What follows belongs to an exercise in optimizing a design on an open flow for small area, a short achievable clock period and few clock cycles; a production flow would make more cautious choices.
The RTL was checked by simulation tests, not by an equivalence proof against the original design.
Power is estimated from default activity; no workload was simulated.

### run.sh
#!/bin/bash
# synth_recipe.tcl (not shown) runs the flow's synth.tcl, then flattens the netlist and writes it again
# the make line also repeats each setting of config.mk as NAME=value (left out here)
make -C /OpenROAD-flow-scripts/flow DESIGN_CONFIG=/design/flow/config.mk WORK_HOME=/design/flow/orfs CLKGATE_MAP_FILE= SYNTH_SCRIPT=/design/flow/synth_recipe.tcl finish
### config.mk
export PLATFORM = sky130hd
export DESIGN_NAME = milestone1
export DESIGN_NICKNAME = milestone1
export VERILOG_FILES = /design/flow/design.v
export SDC_FILE = /design/flow/constraint.sdc
export NUM_CORES = 4
export LEC_CHECK = 0
export CAP_MARGIN = 20
export CORE_MARGIN = 2
export CORE_UTILIZATION = 40
export SLEW_MARGIN = 20
### constraint.sdc
create_clock -name core_clock -period 20.0 [get_ports {clock}]
set_input_delay 4.0000 -clock core_clock [delete_from_list [all_inputs] [get_ports {clock}]]
set_output_delay 4.0000 -clock core_clock [all_outputs]
set_load 0.01 [all_outputs]
### design.v
`timescale 1ns/100ps
`default_nettype none
module milestone1 (
		input logic clock,
		input logic Resetn,
		input logic Enable,
		output	logic [17:0] SRAM_address,
		output 	logic [15:0] SRAM_write_data,
		output	logic SRAM_we_n,
		input		logic [15:0] SRAM_read_data,
		output   logic M1_end
);
localparam [1:0] S_IDLE = 2'd0, S_BLK = 2'd1, S_FRM = 2'd2, S_DONE = 2'd3;
logic [1:0] state;
logic [2:0] pos;         
logic [7:0] col;         
logic [15:0] m;          
logic fin;               
logic have_prev;         
logic [17:0] rgb_addr;
logic [7:0] up0, up1, up2, up3, up4, up5, ust;
logic [7:0] vp0, vp1, vp2, vp3, vp4, vp5, vst;
logic [15:0] yreg;
logic [9:0] uo, vo;      
logic [7:0] b0reg;
wire [7:0] in_hi = SRAM_read_data[15:8];
wire [7:0] in_lo = SRAM_read_data[7:0];
wire f_v = (pos == 3'd3);    
wire [7:0] fa = f_v ? vp0 : up0;
wire [7:0] fb = f_v ? vp1 : up1;
wire [7:0] fc = f_v ? vp2 : up2;
wire [7:0] fd = f_v ? vp3 : up3;
wire [7:0] fe = f_v ? vp4 : up4;
wire [7:0] ff = f_v ? vp5 : up5;
wire [8:0] s1 = fa + ff;
wire [8:0] s2 = fb + fe;
wire [8:0] s3 = fc + fd;
wire [17:0] fsum = (18'd0 + s1) + (18'd0 + {s1, 2'd0}) + (18'd0 + {s1, 4'd0}) + (18'd0 + {{~s2}, 2'd0}) + (18'd0 + {s2, 4'd0}) + (18'd0 + {{~s2}, 6'd0}) + (18'd0 + {~s3}) + (18'd0 + {s3, 5'd0}) + (18'd0 + {s3, 7'd0}) + 18'd227013;
wire [9:0] fout = fsum[17:8];
wire even = (pos == 3'd3);
wire [7:0] py = even ? yreg[15:8] : yreg[7:0];
wire [9:0] pu = even ? {2'b00, up3} : uo;
wire [9:0] pv = even ? {2'b00, vp2} : vo;
wire [26:0] rs = (27'd0 + {{~py}, 2'd0}) + (27'd0 + {py, 9'd0}) + (27'd0 + {py, 11'd0}) + (27'd0 + {py, 13'd0}) + (27'd0 + {py, 16'd0}) + (27'd0 + {~{~pv[9],pv[8:0]}}) + (27'd0 + {{~pv[9],pv[8:0]}, 2'd0}) + (27'd0 + {{~pv[9],pv[8:0]}, 4'd0}) + (27'd0 + {{~pv[9],pv[8:0]}, 7'd0}) + (27'd0 + {{~{~pv[9],pv[8:0]}}, 11'd0}) + (27'd0 + {{~pv[9],pv[8:0]}, 13'd0}) + (27'd0 + {{~{~pv[9],pv[8:0]}}, 15'd0}) + (27'd0 + {{~pv[9],pv[8:0]}, 17'd0}) + 27'd30437573;
wire [26:0] gs = (27'd0 + {{~py}, 2'd0}) + (27'd0 + {py, 9'd0}) + (27'd0 + {py, 11'd0}) + (27'd0 + {py, 13'd0}) + (27'd0 + {py, 16'd0}) + (27'd0 + {{~pu[9],pu[8:0]}, 3'd0}) + (27'd0 + {{~{~pu[9],pu[8:0]}}, 5'd0}) + (27'd0 + {{~{~pu[9],pu[8:0]}}, 10'd0}) + (27'd0 + {{~pu[9],pu[8:0]}, 13'd0}) + (27'd0 + {{~{~pu[9],pu[8:0]}}, 15'd0}) + (27'd0 + {~{~pv[9],pv[8:0]}}) + (27'd0 + {{~{~pv[9],pv[8:0]}}, 5'd0}) + (27'd0 + {{~{~pv[9],pv[8:0]}}, 12'd0}) + (27'd0 + {{~pv[9],pv[8:0]}, 14'd0}) + (27'd0 + {{~{~pv[9],pv[8:0]}}, 16'd0}) + 27'd77626117;
wire [26:0] bs = (27'd0 + {{~py}, 2'd0}) + (27'd0 + {py, 9'd0}) + (27'd0 + {py, 11'd0}) + (27'd0 + {py, 13'd0}) + (27'd0 + {py, 16'd0}) + (27'd0 + {~{~pu[9],pu[8:0]}}) + (27'd0 + {{~{~pu[9],pu[8:0]}}, 2'd0}) + (27'd0 + {{~pu[9],pu[8:0]}, 5'd0}) + (27'd0 + {{~pu[9],pu[8:0]}, 7'd0}) + (27'd0 + {{~pu[9],pu[8:0]}, 10'd0}) + (27'd0 + {{~pu[9],pu[8:0]}, 17'd0}) + 27'd48350409;
function automatic [7:0] clip(input logic [26:0] s);
	if (s[26]) clip = 8'd0;
	else if (|s[25:24]) clip = 8'd255;
	else clip = s[23:16];
endfunction
wire [7:0] rc = clip(rs);
wire [7:0] gc = clip(gs);
wire [7:0] bc = clip(bs);
always_ff @(posedge clock) begin
	if (state == S_FRM && pos == 3'd2) yreg <= SRAM_read_data;
	if (state == S_FRM && pos == 3'd3) begin
		vo <= fout;
		b0reg <= bc;
	end
	if (state == S_FRM && pos == 3'd4) uo <= fout;
	case (pos)
		3'd1: SRAM_write_data <= {b0reg, rc};
		3'd2: SRAM_write_data <= {gc, bc};
		default: SRAM_write_data <= {rc, gc};
	endcase
end
logic u_sh;
logic [7:0] u_new;
always_comb begin
	u_sh = 1'b0;
	u_new = up5;
	if (state == S_BLK) begin
		case (pos)
			3'd2: begin u_sh = 1'b1; u_new = in_hi; end
			3'd3, 3'd4, 3'd5: u_sh = 1'b1;
			3'd6: begin u_sh = 1'b1; u_new = ust; end
			default: ;
		endcase
	end else if (state == S_FRM) begin
		if (pos == 3'd0 && col == 8'd0) begin u_sh = 1'b1; u_new = in_hi; end
		if (pos == 3'd3) begin
			u_sh = 1'b1;
			if (col <= 8'd156) u_new = col[0] ? in_hi : ust;
		end
	end
end
wire u_ld = (state == S_BLK && pos == 3'd2) || (state == S_FRM && (pos == 3'd0 && col == 8'd0 || pos == 3'd3 && col[0]));
logic v_sh;
logic [7:0] v_new;
always_comb begin
	v_sh = 1'b0;
	v_new = vp5;
	if (state == S_BLK) begin
		case (pos)
			3'd3: begin v_sh = 1'b1; v_new = in_hi; end
			3'd4, 3'd5: v_sh = 1'b1;
			3'd6: begin v_sh = 1'b1; v_new = vst; end
			default: ;
		endcase
	end else if (state == S_FRM) begin
		if (col == 8'd0 && pos == 3'd1) begin v_sh = 1'b1; v_new = in_hi; end
		if (col == 8'd0 && pos == 3'd2) begin v_sh = 1'b1; v_new = vst; end
		if (pos == 3'd3) begin
			v_sh = 1'b1;
			if (col <= 8'd155) v_new = col[0] ? vst : in_hi;
		end
	end
end
wire v_ld = (state == S_BLK && pos == 3'd3) || (state == S_FRM && (pos == 3'd1 && col == 8'd0 || pos == 3'd3 && !col[0]));
always_ff @(posedge clock) begin
	if (u_sh) begin
		up0 <= up1; up1 <= up2; up2 <= up3; up3 <= up4; up4 <= up5; up5 <= u_new;
	end
	if (u_ld) ust <= in_lo;
	if (v_sh) begin
		vp0 <= vp1; vp1 <= vp2; vp2 <= vp3; vp3 <= vp4; vp4 <= vp5; vp5 <= v_new;
	end
	if (v_ld) vst <= in_lo;
end
wire [14:0] mh = m[15:1];
logic [17:0] c_addr;
logic c_v;
logic [1:0] c_off;
always_comb begin
	c_addr = (c_v ? 18'd57600 : 18'd38400) + {3'd0, mh} + {16'd0, c_off};
end
logic [1:0] n_state;
logic [2:0] n_pos;
logic n_rd, n_wr;
always_comb begin
	n_state = state;
	n_pos = pos + 3'd1;
	c_v = 1'b0;
	c_off = 2'd2;
	n_rd = 1'b0;
	n_wr = 1'b0;
	case (state)
		S_IDLE: begin
			n_pos = 3'd0;
			if (Enable) begin
				n_state = S_BLK;
				n_rd = 1'b1; c_v = 1'b0; c_off = 2'd0;    
			end
		end
		S_BLK: begin
			case (pos)
				3'd0: begin n_rd = 1'b1; c_v = 1'b1; c_off = 2'd0; end  
				3'd4: begin n_rd = 1'b1; c_v = 1'b0; c_off = 2'd1; end  
				3'd5: begin n_rd = 1'b1; c_v = 1'b1; c_off = 2'd1; end  
				3'd6: begin n_state = S_FRM; n_pos = 3'd0; n_rd = 1'b1; end  
				default: ;
			endcase
		end
		S_FRM: begin
			case (pos)
				3'd0: begin
					c_v = ~col[0];
					n_rd = ~fin & (col[0] ? (col <= 8'd155) : (col <= 8'd154));
				end
				3'd1: n_wr = have_prev;
				3'd2: n_wr = have_prev;
				3'd3: begin
					n_wr = ~fin;
					if (fin) n_state = S_DONE;
				end
				3'd4: begin
					n_pos = 3'd0;
					if (col == 8'd159) begin
						if (m != 16'd38399) begin n_state = S_BLK; n_rd = 1'b1; c_v = 1'b0; c_off = 2'd1; end
					end else n_rd = 1'b1;    
				end
				default: ;
			endcase
		end
		default: n_pos = 3'd0;
	endcase
end
wire [15:0] m_inc = m + 16'd1;
always_ff @(posedge clock or negedge Resetn) begin
	if (~Resetn) begin
		state <= S_IDLE;
		pos <= 3'd0;
		SRAM_we_n <= 1'b1;
		M1_end <= 1'b0;
	end else begin
		state <= n_state;
		pos <= n_pos;
		SRAM_we_n <= ~n_wr;
		if (state == S_FRM && pos == 3'd3 && fin) M1_end <= 1'b1;
	end
end
always_ff @(posedge clock) begin
	if (state == S_IDLE) begin
		m <= 16'd0;
		col <= 8'd0;
		fin <= 1'b0;
		have_prev <= 1'b0;
		rgb_addr <= 18'd146944;
	end else begin
		if (state == S_FRM && pos == 3'd4) begin
			have_prev <= 1'b1;
			if (col == 8'd159) begin
				col <= 8'd0;
				if (m == 16'd38399) fin <= 1'b1;
			end else col <= col + 8'd1;
			m <= m_inc;
		end
		if (n_wr) rgb_addr <= rgb_addr + 18'd1;
	end
	if (n_wr) SRAM_address <= rgb_addr;
	else if (state == S_FRM && pos == 3'd4 && n_state == S_FRM) SRAM_address <= {2'b00, m_inc};
	else if (state == S_BLK && pos == 3'd6) SRAM_address <= {2'b00, m};
	else if (state == S_IDLE) SRAM_address <= 18'd38400;
	else SRAM_address <= c_addr;
end
endmodule
==> reports/results.ini <==
[worst_setup_path]
critical_path_class = flip-flop to flip-flop
critPathMaxFanout = 33
cpMostUsedCell = fa_1
start_kind = flip-flop
r2r_start = pos[2]$_DFF_PN0_
r2r_setup_slack_ns = 10.03
critPathArrivalTime_ns = 10.48
reg2reg_depth = 29
cp_slowest_cell = dfrtp_1
required_ns = 20.51
endpoint = SRAM_write_data[14]$_DFF_P_
r2r_end = SRAM_write_data[14]$_DFF_P_
worst_setup_path_startpoint = pos[2]$_DFF_PN0_
cpPeakStageDelay_ns = 0.70
cp-end-kind = flip-flop

[synth]
synth_ff_type = edfxtp_1
synth-seq-cells = 241
synth_top_area_frac = 0.206
ys_async_sr_fraction = 0.0290
yosysTopAreaCell = edfxtp_1
synth_commonest_cells = 321 x inv_1, 306 x ha_1, 211 x fa_1
synthCells = 2186
syn-cell-area_um2 = 22700
ys_types = 88
synth.area.top_cells = edfxtp_1 21%, fa_1 19%, ha_1 17%
synth_warnings = 1
synth_edf_count = 156
yosysSeqAreaShare = 0.283
syn_avg_cell_area_um2 = 10.4
yosysMostFrequentCell = inv_1
syn-num-nets = 2722

[drt]
drt-wirelength-per-cell_um = 19.7
wl_met1_mm = 26.9
firstDrtPassIters = 6
top_layer_used = met5
wl_met2_mm = 28.2
drt_iter0_drc = 958
drc = 0
ant_nets = 0
routed_via_density = 5.30
wl_mm = 59.3
dr_wl_met3_mm = 2.49
vias = 16010

[cts]
cts_htree_levels = 1
cts-root-buf = clkbuf_16
clk_pin_slew_ns = 0.06
clock_latency_ns = 0.57
postCtsHoldBufs = 0
cts_buffers = 27
clock_path_buffers = 3
post_cts_buffers = 0
post_cts_resized = 0
cts.sinks = 241
cts_tree = yes

[grt]
grt_start_max_net_pins = 58
grt_pass1_wl_mm = 93.0
grt_overflow = 0
grt_pass1_vias = 16585
grt_usage = 0.201
antenna_found_initial = 3

[finish]
final_cells = 3018
area_growth_pct = 10.4
seq_area_um2 = 6420
drive_gt1_frac = 0.0632
final_nets = 2778
multi_input_area_um2 = 14900
fillers = 5260
diodes = 0

[timing]
tightestPinTransition_ns = 1.05
setup_violations = 0
setup_slack_ns = 10.03
max_freq_mhz = 100
tns_ns = 0
fin_skew_ns = 0.0154
min_period_over_period = 0.499
fin_crit_ns = 9.97
final_max_slew_viol_count = 0
max-slew-margin-rel = 0.299
grt_setup_unrepaired = no
finalHoldViolCount = 0

[floorplan]
ioPinCount = 55
start_util = 0.404
fp-row-count = 87
fp.coreArea_um2 = 56300
die_h_um = 242
dieArea_um2 = 58700
die_w_um = 242

[power_and_ir_drop]
cellPowerDensity_nw_per_um2 = 40.8
p_leak_nw = 11.1
p_total_mw = 1.02
peakVddDrop_uv = 64.9

[place]
place_inst = 2969
gp_congestion = 0.885
portBuffers = 54
post-place-ws_ns = 10.09
dp_hpwl_mm = 47.0

[worst_hold_path]
hold_class = flip-flop to flip-flop

[status]
outcome = finished clean

[flow_run]
cap_violations = 0

## critical path, delay by kind of cell, from the launching register on
family	cells	cell delay, ns
mux	2	1.35
fa+ha+maj	9	4.09
simple gates	4	0.60
compound gates	10	2.10
buf+inv	3	0.65
xor+xnor	1	0.41
flops	1	0.70
## how the worst min path moves through the flow
stage | start | to | slack, ns | depth (start not counted)
after global placement | vp3[1]$_DFFE_PP_ | vp2[1]$_DFFE_PP_ | 0.43 | 0
after global routing | up1[7]$_DFFE_PP_ | up0[7]$_DFFE_PP_ | 0.45 | 0
final | vp4[2]$_DFFE_PP_ | vp3[2]$_DFFE_PP_ | 0.44 | 0
after detailed placement | vp3[1]$_DFFE_PP_ | vp2[1]$_DFFE_PP_ | 0.43 | 0
after floorplan | up2[1]$_DFFE_PP_ | up1[1]$_DFFE_PP_ | 0.42 | 0
after CTS | up1[7]$_DFFE_PP_ | up0[7]$_DFFE_PP_ | 0.44 | 0
## through the flow
| stage | hold WS, ns | area (um2) | util |
|---|---|---|---|
| after detailed placement | 0.429 | 24200 | 0.430 |
| after CTS | 0.442 | 25100 | 0.446 |
| after floorplan | 0.420 | 22700 | - |
| after global placement | 0.427 | 24200 | 0.430 |
| final | 0.441 | 25100 | 0.446 |
| after global routing | 0.451 | 25100 | 0.446 |
## cell usage in the layout, fill, tap and decap left out, drive strengths merged, types with 39 or more instances in the layout
master / n
inv: 325
ha: 306
fa: 211
edfxtp: 156
nor2: 136
nand2: 109
a21oi: 102
o21ai: 86
dfxtp: 78
xnor2: 74
xor2: 61
clkdlybuf4s50: 54
mux2: 43
nand3: 39
## layer usage
| layer | vias up | global-route usage |
|---|---|---|
| li1 | 7673 | - |
| met1 | 7952 | 0.271 |
| met2 | 294 | 0.338 |
| met3 | 85 | 0.0305 |
| met4 | 6 | 0.0539 |
| met5 | - | 0 |
## flip-flops by register name (all words and copies together) (netlist names), 10 cells and up
| signal | cells |
|---|---|
| SRAM_address | 18 |
| rgb_addr | 18 |
| SRAM_write_data | 16 |
| m | 16 |
| yreg | 16 |
| uo | 10 |
| vo | 10 |
## cell families after synthesis
logic type	count (synthesis)	share of synthesized area
adder cells (fa/ha/maj)	517	0.354
AND/OR/NAND/NOR	438	0.0939
AO/OA/AOI/OAI	414	0.123
buffers and inverters	377	0.0634
flip-flops	241	0.283
XOR/XNOR	135	0.0520
multiplexers	64	0.0306
## cell type report
cell class,instances,area share
Multi-Input combinational cell,1568,0.594
Sequential cell,241,0.256
Inverter,323,0.0483
Tap cell,756,0.0377
Clock buffer,37,0.0300
Timing Repair Buffer,81,0.0296
Clock inverter,12,0.00449
## where the power goes
part           switching [mW]  internal [mW]
Combinational         0.00411        0.00406
Clock                   0.212          0.279
Sequential                  0          0.525
Testbench counts, summed over its fixed seeds: cycles 774,744.

-- static timing again, ports no longer ideal --
The results above use ideal ports. As a check the final layout listed here was re-extracted and re-timed, cells and wires unchanged.
Step 1 assumes that a clkbuf_16 drives the clock port and a buf_2 every other input.
Step 2 adds t to the input delays and takes it off the output delays; t is the mean of the earliest and latest rising clock arrival at the registers after step 1. Input paths then give back, and output paths get back, about the clock's delay inside the block.
Three values: no drivers, after step 1, after step 2; two values: the first two.
t, ns: 0.617
setup WS [ns]: 10.027 / 10.027 / 10.027
clock arrival spread, ns: 0.016 / 0.015
worst register clock-pin slew, ns: 0.07 / 0.07
After both steps setup and hold are still met in this run. The setup slack of this run moves by 0.000 ns with the drivers and by 0.000 ns with both steps.
